Background: an optimization exercise with open tools, aiming at small area. Do not read the settings as production practice. Only simulation tests tie the RTL to the original design; equivalence was not proved.

==> flow/design.v <==
`timescale 1ns / 1ps
module median_searcher_i # 
(
    parameter ADC_WIDTH= 14,  
    parameter MAX_WINDOW_SIZE = 1024,  
    localparam MAX_WINDOW_LOG = $clog2(MAX_WINDOW_SIZE)  
)
(
    input  [ADC_WIDTH-1:0]  		median_i,
	input  [ADC_WIDTH-1:0]			detail_level,
	input  [MAX_WINDOW_LOG-1:0]		window_size_cfg,
    input                   		clk,
    input                           rst,
    input                           reset,
    output [MAX_WINDOW_LOG:0]    median_i_out,
	output reg						a_or_b
);
    reg	[MAX_WINDOW_LOG:0]      bigger_than_cnt;
	reg	[MAX_WINDOW_LOG:0]      smaller_than_cnt;
	reg [MAX_WINDOW_LOG:0]	   substact_reg;
	wire 							a_or_b_temp;
	wire 							biggen_than;
	wire [MAX_WINDOW_LOG:0]  	a_bigger_than_b;
	wire [MAX_WINDOW_LOG:0]  	b_biger_than_a;
	assign biggen_than = detail_level>=median_i;
	assign a_or_b_temp = bigger_than_cnt>=smaller_than_cnt;
	assign a_bigger_than_b = a_or_b_temp ? bigger_than_cnt : smaller_than_cnt;
	assign b_biger_than_a = a_or_b_temp ?  smaller_than_cnt : bigger_than_cnt;
	assign median_i_out = substact_reg;
always @(posedge clk) 
    begin
        if(rst | reset)
			bigger_than_cnt <= {{MAX_WINDOW_LOG{1'b0}}};
		else begin
			if(biggen_than)
				bigger_than_cnt <= bigger_than_cnt + {{MAX_WINDOW_LOG-1{1'b0}},1'b1};
		    else
				bigger_than_cnt <= bigger_than_cnt;
		end 
    end 
always @(posedge clk) 
    begin
		if(rst | reset)
			smaller_than_cnt <= {{MAX_WINDOW_LOG{1'b0}}};
		else begin
			if(~biggen_than)
				smaller_than_cnt <= smaller_than_cnt + {{MAX_WINDOW_LOG-1{1'b0}},1'b1};
		    else
				smaller_than_cnt <= smaller_than_cnt;
		end
    end 	
always@(posedge clk)
	if(rst)
        begin
            substact_reg <= 'b0;
            a_or_b <= 1'b0;
        end
	else if(reset)
        begin
            substact_reg <= a_bigger_than_b-b_biger_than_a;
            a_or_b <= a_or_b_temp;
        end
endmodule
`timescale 1ns / 1ps
module median_searcher # 
(
    parameter ADC_WIDTH = 14,
    parameter MAX_WINDOW_SIZE = 1024,
    localparam MAX_WINDOW_LOG = $clog2(MAX_WINDOW_SIZE)
)
(
    input [ADC_WIDTH*8 - 1:0] median_i,
    input [ADC_WIDTH-1:0] detail_level,
    input [MAX_WINDOW_LOG-1:0] window_size_cfg,
    input clk,
    input rst,
    input denoised_en,
    output reg median_dist_i_valid_out,
    output [(MAX_WINDOW_LOG+1)*8 -1:0] median_dist_i_out,
    output[7:0] a_or_b
);
	reg	[MAX_WINDOW_LOG-1:0]	   rst_cnt;
    wire reset;
    reg not_first;
    wire [ADC_WIDTH - 1:0] median_i_array[7:0];
    wire [MAX_WINDOW_LOG:0] median_i_out_array[7:0];
genvar i;
generate
  for (i = 0; i < 8; i = i + 1) begin
    assign median_i_array[i] = median_i[(i+1)*ADC_WIDTH - 1:i*ADC_WIDTH];
  end
endgenerate
assign reset = rst_cnt == 'b0;
always @(posedge clk) begin
    if(rst)
        rst_cnt <= 'b0;
    else if(reset | ~denoised_en)
        rst_cnt <= window_size_cfg;
	else
        rst_cnt <= rst_cnt-1'b1;
    end
always @(posedge clk) begin
        if(rst) begin
            not_first <= 1'b0;
            median_dist_i_valid_out <= 1'b0;
        end else if(not_first)
            median_dist_i_valid_out <= reset;
        else
            not_first <= 1'b1;
    end
generate
    for (i = 0; i < 8; i = i + 1) begin : median_searcher_i_inst
        median_searcher_i #(
            .ADC_WIDTH(ADC_WIDTH),
            .MAX_WINDOW_SIZE(MAX_WINDOW_SIZE)
        ) median_inst (
            .median_i(median_i_array[i]),
            .detail_level(detail_level),
            .window_size_cfg(window_size_cfg),
            .clk(clk),
            .rst(rst),
            .reset(reset),
            .median_i_out(median_i_out_array[i]),
            .a_or_b(a_or_b[i])
        );
    end
endgenerate
assign median_dist_i_out = {median_i_out_array[7],median_i_out_array[6],median_i_out_array[5],median_i_out_array[4],median_i_out_array[3],median_i_out_array[2],median_i_out_array[1],median_i_out_array[0]};
endmodule
`timescale 1ns / 1ps
module find_min # 
(
    parameter ADC_WIDTH = 14,
    parameter MAX_WINDOW_SIZE = 1024,
    localparam MAX_WINDOW_LOG = $clog2(MAX_WINDOW_SIZE)
)
(
    input clk,
    input rst,
    input [(MAX_WINDOW_LOG+1)*8 -1:0] median_i,
    input                    median_i_valid_in,
    output [MAX_WINDOW_LOG:0] min_median_out,
    output reg                   min_median_valid_out,
    output [2:0] min_index
);
wire [MAX_WINDOW_LOG:0] median_i_array[7:0];
genvar i;
generate
  for (i = 0; i < 8; i = i + 1) begin
    assign median_i_array[i] = median_i[(i+1)*(MAX_WINDOW_LOG+1) - 1:i*(MAX_WINDOW_LOG+1)];
  end
endgenerate
    reg [MAX_WINDOW_LOG:0] sampled_median_i[7:0];
    reg [MAX_WINDOW_LOG:0] median_i_stage_1[3:0];
    reg [MAX_WINDOW_LOG:0] median_i_stage_2[1:0];
    reg [MAX_WINDOW_LOG:0] median_i_stage_3;
    reg [2:0] i_stage_1[3:0];
    reg [2:0] i_stage_2[1:0];
    reg [2:0] i_stage_3;
    reg sampled_1_median_i_valid;
    reg sampled_2_median_i_valid;
    reg sampled_3_median_i_valid;
    always @(posedge clk) begin
        sampled_median_i[0] <= median_i_array[0];
        sampled_median_i[1] <= median_i_array[1];
        sampled_median_i[2] <= median_i_array[2];
        sampled_median_i[3] <= median_i_array[3];
        sampled_median_i[4] <= median_i_array[4];
        sampled_median_i[5] <= median_i_array[5];
        sampled_median_i[6] <= median_i_array[6];
        sampled_median_i[7] <= median_i_array[7];
        if (rst) begin
            sampled_1_median_i_valid <= 1'b0;
            sampled_2_median_i_valid <= 1'b0;
            sampled_3_median_i_valid <= 1'b0;
            min_median_valid_out <= 1'b0;
        end else begin
            sampled_1_median_i_valid <= median_i_valid_in;
            sampled_2_median_i_valid <= sampled_1_median_i_valid;
            sampled_3_median_i_valid <= sampled_2_median_i_valid;
            min_median_valid_out <= sampled_3_median_i_valid;
        end
    end
    genvar j;
    generate
        for (j = 0; j < 4; j = j + 1) begin : stage1
            always @(posedge clk) begin
                if (sampled_median_i[j*2] <= sampled_median_i[j*2 + 1]) begin
                    median_i_stage_1[j] <= sampled_median_i[j*2];
                    i_stage_1[j] <= j*2;
                end else begin
                    median_i_stage_1[j] <= sampled_median_i[j*2 + 1];
                    i_stage_1[j] <= j*2 + 1;
                end
            end
        end
    endgenerate
    genvar k;
    generate
        for (k = 0; k < 2; k = k + 1) begin : stage2
            always @(posedge clk) begin
                if (median_i_stage_1[k*2] <= median_i_stage_1[k*2 + 1]) begin
                    median_i_stage_2[k] <= median_i_stage_1[k*2];
                    i_stage_2[k] <= i_stage_1[k*2];
                end else begin
                    median_i_stage_2[k] <= median_i_stage_1[k*2 + 1];
                    i_stage_2[k] <= i_stage_1[k*2 + 1];
                end
            end
        end
    endgenerate
    always @(posedge clk) begin
        if (median_i_stage_2[0] <= median_i_stage_2[1]) begin
            median_i_stage_3 <= median_i_stage_2[0];
            i_stage_3 <= i_stage_2[0];
        end else begin
            median_i_stage_3 <= median_i_stage_2[1];
            i_stage_3 <= i_stage_2[1];
        end
    end
    assign min_median_out = median_i_stage_3;
    assign min_index =  i_stage_3;
endmodule
`timescale 1ns / 1ps
module binary_searcher # 
(
    parameter ADC_WIDTH = 14,
    parameter MAX_WINDOW_SIZE = 1024,
    localparam MAX_WINDOW_LOG = $clog2(MAX_WINDOW_SIZE),
    localparam ADC_WIDTH_LOG = $clog2(ADC_WIDTH)
)
(
    input clk,
    input rst,
    input [ADC_WIDTH*8 -1:0] median_i,
    input [(ADC_WIDTH_LOG+1)*8 -1:0] median_log_i,
    input [7:0]median_a_or_b,
    input [2:0] min_index,
    input[ADC_WIDTH-1:0] min_median_out,
    input min_median_valid,
    input [ADC_WIDTH-1:0] detail_level,
    input [MAX_WINDOW_LOG-1:0] window_size_cfg,
    output   lock_median_posedge,
    output reg [ADC_WIDTH:0] median_out
);
    reg[2:0] sampled_index;
    reg reset_median;
    reg [ADC_WIDTH-1:0] sampled_median_i_array;
    reg [ADC_WIDTH-1:0] sampled_median_low;
    reg [ADC_WIDTH-1:0] sampled_median_high;
    reg [ADC_WIDTH_LOG:0] sampled_median_log_i;
    reg[ADC_WIDTH-1:0] sampled_min_median_out;
    reg sample_median_a_or_b;
    reg not_first;
    reg [ADC_WIDTH-1:0] sampled_final_median_i;
    reg [ADC_WIDTH-1:0] sampled_final_median_low;
    reg [ADC_WIDTH-1:0] sampled_final_median_high;
    reg [ADC_WIDTH-1:0] sampled_final_median_log_i_array;
    reg [ADC_WIDTH-1:0] sampled_min_median_out_2;
     reg [ADC_WIDTH-1:0] bs_dist_median_i_sampled;
     reg [ADC_WIDTH-1:0] prev_bs_dist_median_i_sampled;
    reg                  lock_median;
    reg                  lock_median_s1;
    reg [ADC_WIDTH-1:0]  final_avg_low;
    reg [ADC_WIDTH-1:0]  final_avg_high;
    reg [ADC_WIDTH-1:0] bs_median_i;
    wire  bs_median_a_or_b;
    wire [MAX_WINDOW_LOG:0] bs_dist_median_i;
    reg [1:0] state;
    parameter IDLE = 2'b00;
    parameter CAL_VALUES_1 = 2'b01;
    parameter CAL_VALUES_2 = 2'b10;
    parameter CAL_AVG = 2'b11;
    reg[ADC_WIDTH_LOG:0] iter_cnt; 
    always @(posedge clk) begin
        case (state)
            IDLE: begin
                if (min_median_valid && ~(lock_median)) begin
                    state <= CAL_VALUES_1;
                end
            end       
            CAL_VALUES_1: begin
                state <= CAL_VALUES_2;
            end
            CAL_VALUES_2: begin
                state <= CAL_AVG;              
            end
            CAL_AVG: begin  
                state <= IDLE;              
            end
            default: begin 
                state <= IDLE;
            end
        endcase
        if (rst) begin
            state <= 'd0;
        end
    end
wire [ADC_WIDTH - 1:0] median_i_array[7:0];
wire [ADC_WIDTH_LOG:0] median_log_i_array[7:0];
genvar i;
generate
  for (i = 0; i < 8; i = i + 1) begin
    assign median_i_array[i] = median_i[(i+1)*ADC_WIDTH - 1:i*ADC_WIDTH];
  end
endgenerate
generate
  for (i = 0; i < 8; i = i + 1) begin
    assign median_log_i_array[i] = median_log_i[(i+1)*(ADC_WIDTH_LOG+1) - 1:i*(ADC_WIDTH_LOG+1)];
  end
endgenerate    
    always @(posedge clk) begin
        case (min_index)  
            3'd0: begin
                if(min_median_valid) begin
                    sampled_median_i_array <= median_i_array[0];  
                    sampled_median_low <= median_i_array[0] >> 1;  
                    sampled_median_high <= median_i_array[1];    
                    sampled_median_log_i <= median_log_i_array[0];  
                    sample_median_a_or_b <= median_a_or_b[0];  
                end
            end
            3'd1: begin
                if(min_median_valid) begin
                    sampled_median_i_array <= median_i_array[1];
                    sampled_median_low <= median_i_array[0];
                    sampled_median_high <= median_i_array[2];
                    sampled_median_log_i <= median_log_i_array[1];
                    sample_median_a_or_b <= median_a_or_b[1];
                end
            end
            3'd2: begin
                if(min_median_valid) begin
                    sampled_median_i_array <= median_i_array[2];
                    sampled_median_low <= median_i_array[1];
                    sampled_median_high <= median_i_array[3];
                    sampled_median_log_i <= median_log_i_array[2];
                    sample_median_a_or_b <= median_a_or_b[2];
                end
            end
            3'd3: begin
                if(min_median_valid) begin
                    sampled_median_i_array <= median_i_array[3];
                    sampled_median_low <= median_i_array[2];
                    sampled_median_high <= median_i_array[4];
                    sampled_median_log_i <= median_log_i_array[3];
                    sample_median_a_or_b <= median_a_or_b[3];
                end
            end
            3'd4: begin
                if(min_median_valid) begin
                    sampled_median_i_array <= median_i_array[4];
                    sampled_median_low <= median_i_array[3];
                    sampled_median_high <= median_i_array[5];
                    sampled_median_log_i <= median_log_i_array[4];
                    sample_median_a_or_b <= median_a_or_b[4];
                end
            end
            3'd5: begin
                if(min_median_valid) begin
                    sampled_median_i_array <= median_i_array[5];
                    sampled_median_low <= median_i_array[4];
                    sampled_median_high <= median_i_array[6];
                    sampled_median_log_i <= median_log_i_array[5];
                    sample_median_a_or_b <= median_a_or_b[5];
                end
            end
            3'd6: begin
                if(min_median_valid) begin
                    sampled_median_i_array <= median_i_array[6];
                    sampled_median_low <= median_i_array[5];
                    sampled_median_high <= median_i_array[7];
                    sampled_median_log_i <= median_log_i_array[6];
                    sample_median_a_or_b <= median_a_or_b[6];
                end
            end
            3'd7: begin
                if(min_median_valid) begin
                    sampled_median_i_array <= median_i_array[7];
                    sampled_median_low <= median_i_array[6];
                    sampled_median_high <= median_i_array[7] << 1;
                    sampled_median_log_i <= median_log_i_array[7];
                    sample_median_a_or_b <= median_a_or_b[7];
                end
            end
            default: begin
                    sampled_median_i_array <= median_i_array[3];
                    sampled_median_low <= median_i_array[2];
                    sampled_median_high <= median_i_array[4];
                    sampled_median_log_i <= median_log_i_array[3];
                    sample_median_a_or_b <= median_a_or_b[3];
                end
        endcase
        if (rst) begin
            sampled_median_i_array <= 'd0;
            sampled_median_low <= 'd0;
            sampled_median_high <= 'd0;
            sampled_median_log_i <= 'd0;
            sample_median_a_or_b <= 'd0;
        end
    end
    always @(posedge clk) begin
        if(min_median_valid) begin  
            sampled_index <= min_index;  
            sampled_min_median_out <= min_median_out;  
            if(iter_cnt != 0) begin  
                if(state == CAL_VALUES_1)  
                    reset_median <= 1'b0;
                if((state == IDLE) && (sampled_index != min_index))  
                    reset_median <=1'b1;  
            end
        end
        if (rst) begin
            sampled_index <= 'd0;
            sampled_min_median_out <= 'd0;
            reset_median <= 'd0;
        end
    end
    always @(posedge clk) begin
        if(state == CAL_VALUES_1) begin  
            if (~reset_median && not_first) begin  
                iter_cnt <= iter_cnt +1;  
                sampled_final_median_log_i_array <= sampled_final_median_log_i_array;  
                if (bs_median_a_or_b) begin  
                    sampled_final_median_low <= bs_median_i;
                    sampled_final_median_high <= sampled_final_median_high;
                end else begin
                    sampled_final_median_low <= sampled_final_median_low;
                    sampled_final_median_high <= bs_median_i;
                end 
            end else begin
                iter_cnt <= 0;  
                if (sample_median_a_or_b) begin  
                    sampled_final_median_low <= sampled_median_i_array;
                    sampled_final_median_high <= sampled_median_high;
                    sampled_final_median_log_i_array <= sampled_median_log_i + 14'd1;
                end else begin
                    sampled_final_median_low <= sampled_median_low;
                    sampled_final_median_high <= sampled_median_i_array;
                    sampled_final_median_log_i_array <= sampled_median_log_i;
                end
            end
        end
        if (rst) begin
            iter_cnt <= 'd0;
            sampled_final_median_low <= 'd0;
            sampled_final_median_high <= 'd0;
            sampled_final_median_log_i_array <= 'd0;
        end
    end
    always @(posedge clk) begin
        if(state == CAL_VALUES_1) begin
            bs_dist_median_i_sampled <= bs_dist_median_i;
            sampled_min_median_out_2 <= sampled_min_median_out;
            not_first <= 1'b1;  
        end
        if (rst) begin
            bs_dist_median_i_sampled <= 'd0;
            sampled_min_median_out_2 <= 'd0;
            not_first <= 'd0;
        end
    end
        always @(posedge clk) begin
            if(state == CAL_VALUES_1) begin
                if (reset_median || ~not_first) begin  
                    lock_median <= 0;
                    median_out <= sampled_median_i_array;
                    prev_bs_dist_median_i_sampled <=sampled_median_i_array;
                end
            end
            if((state == CAL_VALUES_2)) begin   
                if(iter_cnt !=0 && bs_dist_median_i_sampled == 0 || bs_dist_median_i_sampled == {{(ADC_WIDTH-1){1'b0}},1'b1}) begin 
                    lock_median <= 1'b1;
                    median_out <= bs_median_i;
                end
                else if(sampled_min_median_out_2 == 0 || sampled_min_median_out_2 == {{(ADC_WIDTH-1){1'b0}},1'b1}) begin
                    lock_median <= 1'b1;
                    median_out <= sampled_median_i_array;
                end
                else if(iter_cnt == sampled_final_median_log_i_array-14'b1) begin
                    lock_median <= 1'b1;
                    median_out <= median_out;
                end
                else begin  
                    if(iter_cnt ==0 || prev_bs_dist_median_i_sampled < bs_dist_median_i_sampled) begin
                        median_out <= median_out;
                    end else begin
                        median_out <= bs_median_i;  
                        prev_bs_dist_median_i_sampled <= bs_dist_median_i_sampled;  
                    end
                end
            end
            if (rst) begin
            lock_median <= 'd0;
            median_out <= 'd0;
            prev_bs_dist_median_i_sampled <= 'd0;
            end
        end
    always @(posedge clk) begin
        if (rst)
            lock_median_s1 <= 1'b0;
        else
            lock_median_s1 <= lock_median;
    end
assign lock_median_posedge = lock_median & ~lock_median_s1;
        wire reset_bs_median;
        assign reset_bs_median = (state == CAL_AVG) & ~lock_median;  
        always @(posedge clk) begin
            if(reset_bs_median) begin 
                bs_median_i <= (sampled_final_median_high + sampled_final_median_low) >> 1;  
            end
            if (rst) begin
            bs_median_i <= 'd0;
            end
         end
    median_searcher_i #(
        .ADC_WIDTH(ADC_WIDTH),
        .MAX_WINDOW_SIZE(MAX_WINDOW_SIZE)
    ) median_i_arraynst (
        .median_i(bs_median_i),
        .detail_level(detail_level),
        .window_size_cfg(window_size_cfg), 
        .clk(clk),
        .rst(rst),
        .reset(min_median_valid | reset_bs_median),
        .median_i_out(bs_dist_median_i),
        .a_or_b(bs_median_a_or_b)
    );
endmodule
`timescale 1ns / 1ps
module median_estimator # 
(
    parameter ADC_WIDTH = 14,
    parameter MAX_WINDOW_SIZE = 1024,
    localparam MAX_WINDOW_LOG = $clog2(MAX_WINDOW_SIZE),
    localparam ADC_WIDTH_LOG = $clog2(ADC_WIDTH)
)
(
    input                   		clk,
    input                           rst,
    input [ADC_WIDTH*8-1:0] median_i,
    input [(ADC_WIDTH_LOG+1)*8-1:0] median_log_i,
	input  [ADC_WIDTH-1:0]			detail_level,
	input  [MAX_WINDOW_LOG-1:0]		window_size_cfg,
    input    denoised_en,
    output    lock_median_posedge,
    output [ADC_WIDTH:0] median_out
);
wire median_dist_i_valid_out;
wire [(MAX_WINDOW_LOG+1)*8-1:0] median_dist_i_out;
wire [7:0] a_or_b;
median_searcher #(ADC_WIDTH, MAX_WINDOW_SIZE) inst_median_searcher (
    .median_i(median_i),    
    .detail_level(detail_level),
    .window_size_cfg(window_size_cfg),
    .denoised_en(denoised_en),
    .clk(clk),
    .rst(rst),
    .median_dist_i_valid_out(median_dist_i_valid_out),
    .median_dist_i_out(median_dist_i_out),    
    .a_or_b(a_or_b)
);
wire [MAX_WINDOW_LOG:0] min_median_out;
wire                    min_median_valid_out;
wire [2:0]              min_index;
find_min #(ADC_WIDTH, MAX_WINDOW_SIZE) inst_find_min (
    .clk(clk),
    .rst(rst),
    .median_i(median_dist_i_out),
    .median_i_valid_in(median_dist_i_valid_out),
    .min_median_out(min_median_out),
    .min_median_valid_out(min_median_valid_out),
    .min_index(min_index)
);
binary_searcher #(ADC_WIDTH, MAX_WINDOW_SIZE) inst_binary_searcher (
    .clk(clk),
    .rst(rst),
    .median_i(median_i),
    .median_log_i(median_log_i),
    .median_a_or_b(a_or_b),
    .min_index(min_index),
    .min_median_out(min_median_out),
    .min_median_valid(min_median_valid_out),
    .detail_level(detail_level),
    .window_size_cfg(window_size_cfg),
    .lock_median_posedge(lock_median_posedge),
    .median_out(median_out)
);
endmodule
`timescale 1ns / 1ps
module apply_thresholding #(
    parameter ADC_WIDTH = 14,
    parameter MAX_WINDOW_SIZE = 1024,
    localparam MAX_WINDOW_LOG = $clog2(MAX_WINDOW_SIZE)
)
(
    input clk,
    input [ADC_WIDTH-1:0] detail_level,
    input soft_or_hard,
    input signed[ADC_WIDTH-1:0] universal_threshold_positive,
    input signed[ADC_WIDTH-1:0] universal_threshold_negative,
    output reg [ADC_WIDTH-1:0] threshold_detail_level
);
    reg [ADC_WIDTH-1:0] soft_threshold_detail_level_reg;
    reg [ADC_WIDTH-1:0] hard_threshold_detail_level_reg;
    always @(posedge clk) begin
        if (detail_level[ADC_WIDTH-1] == 1'b0) begin
            if ($signed(detail_level) >= $signed(universal_threshold_positive))
                soft_threshold_detail_level_reg <= detail_level - universal_threshold_positive;
            else
                soft_threshold_detail_level_reg <= 0;
        end
        else begin
            if ($signed(detail_level) <= $signed(universal_threshold_negative))
                soft_threshold_detail_level_reg <= detail_level - universal_threshold_negative;
            else
                soft_threshold_detail_level_reg <= 0;
        end
        if (detail_level[ADC_WIDTH-1] == 1'b0) begin
            if ($signed(detail_level) >= $signed(universal_threshold_positive))
                hard_threshold_detail_level_reg <= detail_level;
            else
                hard_threshold_detail_level_reg <= 0;
        end
        else begin
            if ($signed(detail_level) <= $signed(universal_threshold_negative))
                hard_threshold_detail_level_reg <= detail_level;
            else
                hard_threshold_detail_level_reg <= 0;
        end
    end
    always @(posedge clk) begin
        if (soft_or_hard)
            threshold_detail_level <= soft_threshold_detail_level_reg;
        else
            threshold_detail_level <= hard_threshold_detail_level_reg;
    end
endmodule
`timescale 1ns / 1ps
module tresholding # 
(
    parameter ADC_WIDTH = 14
)
(
    input                   		        clk,
    input                                   rst,
	input  signed[ADC_WIDTH-1:0]			detail_level,
	input  [31:0]		                    gpio_cfg,
	input  [31:0]		                    gpio_cfg_2,
	input  [27:0]		                    multresult,
    output [ADC_WIDTH-1:0]                  threshold_detail_level,
	output  [ADC_WIDTH-1:0]			        median_out,
	output  [ADC_WIDTH-1:0]			        threshold_out_dbg,
	output  [5:0]universal_threshold_constant_level_1,
	output  [5:0]universal_threshold_constant_level_2,
    output  [31:0]window_len,
    output      window_len_valid,
	output  denoise_lvl_1,	
	output  denoise_lvl_2,	
	output  reconsruct_lvl_2
);
    localparam MAX_WINDOW_SIZE = 17'h1_FFFF;
    localparam MAX_WINDOW_LOG = $clog2(MAX_WINDOW_SIZE);
    localparam ADC_WIDTH_LOG = $clog2(ADC_WIDTH);
    wire [ADC_WIDTH-1:0] median_i[7:0];
    wire [ADC_WIDTH_LOG:0] median_log_i[7:0];
    wire[MAX_WINDOW_LOG-1:0]		window_size_cfg;
    wire                            soft_or_hard;
    wire                            one_time_lock;
    wire                            release_median;
	reg  [ADC_WIDTH-1:0]			abs_detail_level;
    assign {median_i[0],median_i[1],median_i[2],median_i[3],median_i[4],median_i[5],median_i[6],median_i[7]} = {14'd8,14'd16,14'd32,14'd64,14'd128,14'd256,14'd512,14'd1024};
    assign {median_log_i[0],median_log_i[1],median_log_i[2],median_log_i[3],median_log_i[4],median_log_i[5],median_log_i[6],median_log_i[7]} = {5'd3,5'd4,5'd5,5'd6,5'd7,5'd8,5'd9,5'd10};
    assign window_size_cfg = gpio_cfg_2[MAX_WINDOW_LOG-1:0];
    assign universal_threshold_constant_level_1 = gpio_cfg[30:25];
    assign universal_threshold_constant_level_2 = gpio_cfg[24:19];
    assign soft_or_hard = gpio_cfg[31];
    assign denoise_lvl_1 =  gpio_cfg[14];
    assign denoise_lvl_2 =  gpio_cfg[15];
    assign reconsruct_lvl_2 =  gpio_cfg[16];
    assign one_time_lock =  gpio_cfg[17];
    assign release_median =  gpio_cfg[18];
    assign window_len = window_size_cfg; 
    assign window_len_valid = 1'b1; 
    always @(posedge clk) begin
        if ($signed(detail_level) < 0) begin
            abs_detail_level <= -detail_level;
        end else begin
            abs_detail_level <= detail_level;
    end
    end
wire lock_median_posedge;
median_estimator #(
    .ADC_WIDTH(ADC_WIDTH),
    .MAX_WINDOW_SIZE(MAX_WINDOW_SIZE)
) median_inst (
    .clk(clk),
    .rst(rst),
    .median_i({median_i[7],median_i[6],median_i[5],median_i[4],median_i[3],median_i[2],median_i[1],median_i[0]}),
    .median_log_i({median_log_i[7],median_log_i[6],median_log_i[5],median_log_i[4],median_log_i[3],median_log_i[2],median_log_i[1],median_log_i[0]}),
    .detail_level(abs_detail_level),
    .window_size_cfg(window_size_cfg),
    .denoised_en(denoise_lvl_1),
    .lock_median_posedge(lock_median_posedge),
    .median_out(median_out)
);
    wire [27:0] shifted_value;
    wire [27:0] positive_value;
    wire [27:0] negative_value;
    reg [ADC_WIDTH-1:0] universal_threshold_positive;
    reg [ADC_WIDTH-1:0] universal_threshold_negative;
assign shifted_value = multresult >> 28'd4;
assign threshold_out_dbg = shifted_value[ADC_WIDTH-1:0];
assign positive_value = shifted_value;
assign negative_value = -shifted_value;
reg lock_threshold;
always @(posedge clk) begin
    if (rst) begin
        lock_threshold <= 1'b0;
    end else begin
     if(release_median) begin
        lock_threshold <= 1'b0;
    end
    if(lock_median_posedge && one_time_lock) begin
        lock_threshold <= 1'b1;
    end
    end
end
always @(posedge clk) begin
    if(~lock_threshold) begin
        universal_threshold_positive <= positive_value[ADC_WIDTH-1:0];
        universal_threshold_negative <=    negative_value[ADC_WIDTH-1:0];
    end else begin
        universal_threshold_positive <= universal_threshold_positive;
        universal_threshold_negative <= universal_threshold_negative;
    end
end
apply_thresholding instance_name (
    .clk(clk),
    .detail_level(detail_level),
    .soft_or_hard(soft_or_hard),
    .universal_threshold_positive(universal_threshold_positive),
    .universal_threshold_negative(universal_threshold_negative),
    .threshold_detail_level(threshold_detail_level)
);  
endmodule
==> flow/run.sh <==
#!/bin/bash
# synth_recipe.tcl (not shown) runs the flow's synth.tcl, then flattens the netlist and writes it again
# the make line also repeats each setting of config.mk as NAME=value (left out here)
make -C /OpenROAD-flow-scripts/flow DESIGN_CONFIG=/design/flow/config.mk WORK_HOME=/design/flow/orfs CLKGATE_MAP_FILE= SYNTH_SCRIPT=/design/flow/synth_recipe.tcl finish
==> flow/config.mk <==
export PLATFORM = sky130hd
export DESIGN_NAME = tresholding
export DESIGN_NICKNAME = tresholding
export VERILOG_FILES = /design/flow/design.v
export SDC_FILE = /design/flow/constraint.sdc
export NUM_CORES = 4
export LEC_CHECK = 0
export CAP_MARGIN = 20
export CORE_MARGIN = 2
export CORE_UTILIZATION = 40
export PLACE_DENSITY = 0.6
export SLEW_MARGIN = 20
==> flow/constraint.sdc <==
create_clock -name core_clock -period 8.0 [get_ports {clk}]
set_input_delay 1.6000 -clock core_clock [delete_from_list [all_inputs] [get_ports {clk}]]
set_output_delay 1.6000 -clock core_clock [all_outputs]
set_load 0.01 [all_outputs]
==> impl_metrics.toml <==
[cells_and_area]
final_core_utilization = 0.449
layout-drive-gt1-share = 0.0676
area_overhead_of_the_layout_relative_to_synthesis_pct = 11.1
layout.nets = 6782
antenna-diode-count = 0

[critical_path]
worstSetupEndpointType = "flop"
path_max_fanout = 20
critical_path_required_ps = 8540
worstSetupPathType = "flop to flop"
arrival_ps = 6110
critPathLaunchType = "flop"

[power]
power.density_cell_area_mw_per_mm2 = 201
post-layout-total-power_mw = 12.0
worst_ir_drop_vdd_mv = 0.179
power.static_leakage_nw = 23.4

[routing]
first_pass_iters = 6
detail_route.wirelength_um = 131000
routed-via-count = 42925
detail-route-antenna-nets = 0
drt_drc_violations_left = 0
vias_per_cell = 5.28
drt_iter0_drc = 2591
average_wire_length_per_cell_after_detail_routing_um = 16.2

[logic_synthesis]
yosys_warnings = 13
synth_enable_flop_cells = 27
syn-mean-instance-area_um2 = 8.53
synthCells = 6325
synth-seq-cells = 1012
synth_seq_area_share = 0.380
post_synth_num_cell_types = 96
synth.largest_area_cell = "sky130_fd_sc_hd__dfxtp_1"
post-synth-top-count-cell = "sky130_fd_sc_hd__dfxtp_1"
synthDominantCellAreaShare = 0.365
post_synth_most_frequent_cells = "sky130_fd_sc_hd__dfxtp_1, sky130_fd_sc_hd__nand2_1, sky130_fd_sc_hd__nor2_1"
ys.flop_type = "sky130_fd_sc_hd__dfxtp_1"
syn-cell-area_mm2 = 0.0540
synthArstFlopShare = 0
yosys-top-cells-area = "sky130_fd_sc_hd__dfxtp_1, sky130_fd_sc_hd__ha_1, sky130_fd_sc_hd__xnor2_1"

[global_routing]
first_global_vias = 40946
globalRoute.busiestLayer = "met2"
global_route.usage.total = 0.188
use_met2 = 0.298
grt_max_degree = 113
global_route.usage.met3 = 0.0214
grt_first_pass_wirelength_um = 214000
sum_of_overflow_across_all_layers_after_global_routing = 0
met1_usage = 0.267
number_of_antenna_violations_at_the_first_check_in_global_routing = 0

[clocking]
worst_setup_hold_path_clk_slew_ps = 60
cts_tree = "done"
clock-sinks = 1012
post_cts_hold_buffer_count = 0
cts_made_buffers = 108
postCtsSetupBuffers = 0
postCtsResizedCells = 0
worst_skew_pair.late_latency_ps = 740
clock_root_buffer = "sky130_fd_sc_hd__clkbuf_16"
cts-root-to-sink-buffers = 3
cts_htree_levels = 3

[floorplanning]
placement_rows = 134
initial_utilization = 0.404
coreArea_mm2 = 0.134
die-width_um = 371
io-pin-count = 198
die-area_mm2 = 0.138
die_h_um = 371

[sta]
finClkSkew_ps = 57.7
grt_setup_unrepaired = "false"
headroom_to_the_max_slew_limit = 0.291
finalSetupViolCount = 0
hold-worst-slack_ps = 306
hold_violations = 0
fin_setup_tns_ps = 0
fmaxAchievable_mhz = 179
period_share = 0.697
timing.final.crit_period_ps = 5570
drv_slew = 0
tightest_slew_ps = 1060

[worst_hold_path]
worst_hold_path_type = "flop to flop"

[job]
max_cap_viol_count = 0

[placement]
port_buffers = 109
place.detailed.hpwl_um = 95200
globalplace.congestion = 0.864

[run_status]
run_status = "timing/DRC/antenna clean"
[cell type report]
class                      count  area [um2]
timing repair buffer         148        1410
clock inverter                48         599
multi-input combinational   4563       30400
sequential                  1012       20500
fill                       12939       73700
tap                         1768        2210
inverter                     446        1670
clock buffer                 148        3120
[metal layers]
metal / wire length (um) / part of all wire
met5: 0 / 0
met1: 65700 / 0.50
met3: 4090 / 0.031
met2: 58700 / 0.45
met4: 2930 / 0.022
[worst max-delay path, stage by stage (launching register included)]
cell and delay (ps):
sky130_fd_sc_hd__dfxtp_1 380, sky130_fd_sc_hd__inv_1 100, sky130_fd_sc_hd__ha_1 380, sky130_fd_sc_hd__a21oi_1 170
sky130_fd_sc_hd__o21ai_1 100, sky130_fd_sc_hd__a221oi_1 700, sky130_fd_sc_hd__nand2b_1 640, sky130_fd_sc_hd__o31a_1 440
sky130_fd_sc_hd__ha_1 200, sky130_fd_sc_hd__a2bb2oi_1 140, sky130_fd_sc_hd__o211ai_1 150, sky130_fd_sc_hd__o31ai_1 430
sky130_fd_sc_hd__a21oi_1 130, sky130_fd_sc_hd__or4_1 620, sky130_fd_sc_hd__a221oi_1 440, sky130_fd_sc_hd__o21ai_1 130
sky130_fd_sc_hd__xnor2_1 170, sky130_fd_sc_hd__o21ai_1 70
[cell usage in the layout, fill, tap and decap left out, drive strengths merged, types with 28 or more instances in the layout]
cell / instances
a211oi: 83
a21o: 112
a21oi: 341
a31oi: 54
and2: 29
and3: 90
buf: 40
clkbuf: 148
clkdlybuf4s50: 108
dfxtp: 985
ha: 392
inv: 455
mux2: 146
mux2i: 104
nand2: 630
nand2b: 103
nand3: 188
nand4: 157
nor2: 622
nor2b: 72
nor3: 141
nor4: 28
o211ai: 44
o21ai: 220
o22ai: 54
or3: 54
xnor2: 280
xor2: 163
[metrics by stage]
step                      instance area (um2)  worst slack (ps)  cells
after floorplan                         54000              3160   6340
after global placement                  56200              2230   7936
after detailed placement                56200              2180   7936
after CTS                               59900              2530   8132
after global routing                    59900              2010   8133
final                                   59900              2430   8133
[report_power, final]
part	switching, mW	internal (mW)
Clock	2.18	2.98
Sequential	0.127	5.18
Combinational	0.916	0.665
[final timing paths]
kind / slack (ps) / startpoint / to / cells after the start
setup / recovery: 2430 / flop / flop / 17
hold / removal: 310 / flop / median_inst.inst_find_min.sampled_median_i[5][16] / 0
setup reg to reg: 2430 / flop / flop / 17
hold reg to reg: 310 / flop / median_inst.inst_find_min.sampled_median_i[5][16] / 0
[logic make-up after synthesis]
kind of cell               count (synthesis)  synth area share
and+or+nand+nor                         2231             0.197
AOI/OAI and AO/OA                       1227             0.150
DFF                                     1012             0.380
buffers and inverters                    765            0.0589
xor gates and xnor gates                 443            0.0719
adders and majority gates                395            0.0920
muxes                                    250            0.0498
other                                      2          0.000139

==> what the ideal ports hide <==
In the flow no input, the clock included, has a driving cell. The finished layout below was timed again as built, in two steps.
Step 1 assumes that a clkbuf_16 drives the clock port and a buf_2 every other input.
Step 2 also shifts input and output timing later by t, the mid clock arrival at the registers, as if the neighbouring blocks saw the same clock.
Three values: ideal, step 1, step 2; two values: the first two.
t (ns): 0.776
slack for setup (ns): 2.426 / 2.426 / 2.164
clock arrival spread, ns: 0.058 / 0.058
After both steps setup and hold are still met in this run. The setup slack of this run moves by 0.000 ns with the drivers and by -0.262 ns with both steps.
